Background: an optimization exercise with open tools, aiming at small area, a short achievable clock period and few clock cycles per item. Do not read the settings as production practice.
Power is estimated from default activity; no workload was simulated.

## cedar
==> module SME, before the edit <==
module SME ( clk, reset, chardata, isstring, ispattern, valid, match, match_index);
input clk;
input reset;
input [7:0] chardata;
input isstring;
input ispattern;
output valid;
output match;
output [4:0] match_index;
reg valid;
reg match;
reg [4:0] match_index;
reg [7:0] s [0:31];
reg [5:0] len;           
reg       str_q;         
integer n;
always @(posedge clk) begin
	if (isstring) begin
		for (n = 0; n < 31; n = n + 1)
			s[n] <= s[n+1];
		s[31] <= chardata;
		len <= str_q ? len + 6'd1 : 6'd1;
	end
end
wire in_car  = (chardata == 8'h5E);
wire in_dol  = (chardata == 8'h24);
wire in_dot  = (chardata == 8'h2E);
wire in_star = (chardata == 8'h2A);
wire [7:0] c_eff = (in_car | in_dol) ? 8'h20 : chardata;
reg [31:0] eq_q;         
reg        lit_q, dot_q, car_q, dol_q, star_q;
reg        pat_q;        
integer j;
always @(posedge clk) begin
	for (j = 0; j < 32; j = j + 1)
		eq_q[j] <= (s[j] == c_eff);
	lit_q  <= !(in_car | in_dol | in_dot | in_star);
	dot_q  <= in_dot;
	car_q  <= in_car;
	dol_q  <= in_dol;
	star_q <= in_star;
end
reg  [32:0] m;
reg  [4:0]  base;        
reg         starred;     
wire [5:0] lo = 6'd32 - len;
reg  [31:0] v;           
always @(*) begin
	for (j = 0; j < 32; j = j + 1)
		v[j] = (j >= lo);
end
reg [32:0] pre;
always @(*) begin
	pre[0] = m[0];
	for (j = 1; j < 33; j = j + 1)
		pre[j] = pre[j-1] | m[j];
end
reg [32:0] m_nxt;
always @(*) begin
	m_nxt[0] = (car_q & m[0]) |
	           (dol_q & m[0] & eq_q[0]) |
	           (star_q & pre[0]);
	for (j = 1; j < 32; j = j + 1)
		m_nxt[j] = (dot_q & m[j-1]) |
		           (lit_q & m[j-1] & eq_q[j-1]) |
		           (car_q & m[j] & (!m[j-1] | eq_q[j-1])) |
		           (dol_q & m[j] & eq_q[j]) |
		           (star_q & pre[j]);
	m_nxt[32] = (dot_q & m[31]) |
	            (lit_q & m[31] & eq_q[31]) |
	            (dol_q & m[32]) |
	            (star_q & pre[32]);
end
wire [4:0] base_nxt = (lit_q | dot_q) ? base - 5'd1 : base;
wire [32:0] m_res = star_q ? m : m_nxt;
reg [4:0] fs;
always @(*) begin
	fs = 5'd0;
	for (j = 31; j >= 0; j = j - 1)
		if (m_res[j]) fs = j;
end
always @(posedge clk) begin
	if (pat_q) begin
		m    <= m_nxt;
		base <= base_nxt;
	end else begin
		m    <= {1'b0, v};
		base <= len[4:0];
	end
end
always @(posedge clk or posedge reset) begin
	if (reset) begin
		str_q   <= 1'b0;
		pat_q   <= 1'b0;
		starred <= 1'b0;
		valid   <= 1'b0;
	end else begin
		str_q   <= isstring;
		pat_q   <= ispattern;
		starred <= pat_q & (starred | star_q);
		valid   <= pat_q & !ispattern;
	end
end
always @(posedge clk) begin
	match <= |m_res;
	if (!starred)
		match_index <= fs + base_nxt;
end
endmodule
==> flow/config.mk <==
export PLATFORM = sky130hd
export DESIGN_NAME = SME
export DESIGN_NICKNAME = SME
export VERILOG_FILES = /design/flow/design.v
export SDC_FILE = /design/flow/constraint.sdc
export NUM_CORES = 4
export LEC_CHECK = 0
export CAP_MARGIN = 20
export CORE_MARGIN = 2
export CORE_UTILIZATION = 40
export SETUP_SLACK_MARGIN = 5
export SLEW_MARGIN = 20
==> flow/constraint.sdc <==
create_clock -name core_clock -period 8.0 [get_ports {clk}]
set_input_delay 1.6000 -clock core_clock [delete_from_list [all_inputs] [get_ports {clk}]]
set_output_delay 1.6000 -clock core_clock [all_outputs]
set_load 0.01 [all_outputs]
run.sh (not shown) runs the stock make flow with config.mk's settings and CLKGATE_MAP_FILE= SYNTH_SCRIPT=/design/flow/synth_recipe.tcl, a recipe that flattens the netlist after the stock synthesis.
The inputs of oak differ from those of cedar as listed below.
==> flow/design.v <==
module SME ( clk, reset, chardata, isstring, ispattern, valid, match, match_index);
input clk;
input reset;
input [7:0] chardata;
input isstring;
input ispattern;
output valid;
output match;
output [4:0] match_index;
reg valid;
reg match;
reg [4:0] match_index;
reg [7:0] s [0:31];
reg [5:0] len;           
reg       str_q;         
integer n;
always @(posedge clk) begin
	if (isstring) begin
		for (n = 0; n < 31; n = n + 1)
			s[n] <= s[n+1];
		s[31] <= chardata;
		len <= str_q ? len + 6'd1 : 6'd1;
	end
end
wire in_car  = (chardata == 8'h5E);
wire in_dol  = (chardata == 8'h24);
wire in_dot  = (chardata == 8'h2E);
wire in_star = (chardata == 8'h2A);
reg [31:0] eq_q;         
reg        lit_q, dot_q, car_q, dol_q, star_q;
reg        pat_q;        
integer j;
always @(posedge clk) begin
	for (j = 0; j < 32; j = j + 1)
		eq_q[j] <= (s[j] == chardata);
	lit_q  <= !(in_car | in_dol | in_dot | in_star);
	dot_q  <= in_dot;
	car_q  <= in_car;
	dol_q  <= in_dol;
	star_q <= in_star;
end
reg  [32:0] m;
reg  [4:0]  base;        
reg         starred;     
wire [5:0] lo = 6'd32 - len;
reg  [31:0] v;           
always @(*) begin
	for (j = 0; j < 32; j = j + 1)
		v[j] = (j >= lo);
end
reg [31:0] sp;
always @(*) begin
	for (j = 0; j < 32; j = j + 1)
		sp[j] = (s[j] == 8'h20);
end
reg [32:0] pre;
always @(*) begin
	pre[0] = m[0];
	for (j = 1; j < 33; j = j + 1)
		pre[j] = pre[j-1] | m[j];
end
reg [32:0] m_nxt;
always @(*) begin
	m_nxt[0] = (car_q & m[0]) |
	           (dol_q & m[0] & sp[0]) |
	           (star_q & pre[0]);
	for (j = 1; j < 32; j = j + 1)
		m_nxt[j] = (dot_q & m[j-1]) |
		           (lit_q & m[j-1] & eq_q[j-1]) |
		           (car_q & m[j] & (!m[j-1] | sp[j-1])) |
		           (dol_q & m[j] & sp[j]) |
		           (star_q & pre[j]);
	m_nxt[32] = (dot_q & m[31]) |
	            (lit_q & m[31] & eq_q[31]) |
	            (dol_q & m[32]) |
	            (star_q & pre[32]);
end
wire [4:0] base_nxt = (lit_q | dot_q) ? base - 5'd1 : base;
wire [32:0] m_res = star_q ? m : m_nxt;
reg [4:0] fs;
always @(*) begin
	fs = 5'd0;
	for (j = 31; j >= 0; j = j - 1)
		if (m_res[j]) fs = j;
end
always @(posedge clk) begin
	if (pat_q) begin
		m    <= m_nxt;
		base <= base_nxt;
	end else begin
		m    <= {1'b0, v};
		base <= len[4:0];
	end
end
always @(posedge clk or posedge reset) begin
	if (reset) begin
		str_q   <= 1'b0;
		pat_q   <= 1'b0;
		starred <= 1'b0;
		valid   <= 1'b0;
	end else begin
		str_q   <= isstring;
		pat_q   <= ispattern;
		starred <= pat_q & (starred | star_q);
		valid   <= pat_q & !ispattern;
	end
end
always @(posedge clk) begin
	match <= |m_res;
	if (!starred)
		match_index <= fs + base_nxt;
end
endmodule
Notes after the runs:
The wire length reported for oak is smaller than that of cedar by 9.2%.
cedar → oak: met1 routing resource usage after global routing saw a decrease, power after layout -0.00037 W, detailed-route via count shows a reduction of 3.5%, pre-CTS worst setup slack rose 0.37 ns.
oak vs cedar: cell area down in oak
Between cedar and oak, the difference in area inside the core boundary is negligible.
From cedar to oak the numbers moved as follows: post-route clock period utilization has increased; path depth of the worst reg2reg path has decreased; net switching share of the total power has decreased; layout overhead on the synthesized area has decreased.
oak -> cedar: share of the synthesized netlist area taken by xor and xnor gates flat
Clock latency on the worst-skew pair: oak lower than cedar
Compared with cedar, oak shows a smallest hold slack that is 0.036 ns higher.
No functional check of the RTL was part of any run of this note.

==> re-timing with driven ports <==
The results above use ideal ports. As a check the final layouts listed here were re-extracted and re-timed, cells and wires unchanged.
Step 1 (the two cells are an assumption about what drives the block):
set clk [get_ports {clk}]
set_driving_cell -lib_cell sky130_fd_sc_hd__clkbuf_16 $clk
set_driving_cell -lib_cell sky130_fd_sc_hd__buf_2 [delete_from_list [all_inputs] $clk]
Step 2 also shifts input and output timing later by t, the mid clock arrival at the registers, as if the neighbouring blocks saw the same clock.
a / b / c = ideal / step 1 / step 2; a / b = the first two.
run | shift t [ns] | slack for setup (ns) | worst slew at a driven data input, ns | pins driven straight from the clock port
cedar | 0.608 | 4.450 / 4.450 / 4.389 | 0.18 | 1
oak | 0.567 | 4.252 / 4.252 / 4.252 | 0.05 | 1
After both steps every run listed still meets setup and hold. The setup slack of cedar, which loses most, moves by 0.000 ns with the drivers and by -0.061 ns with both steps.
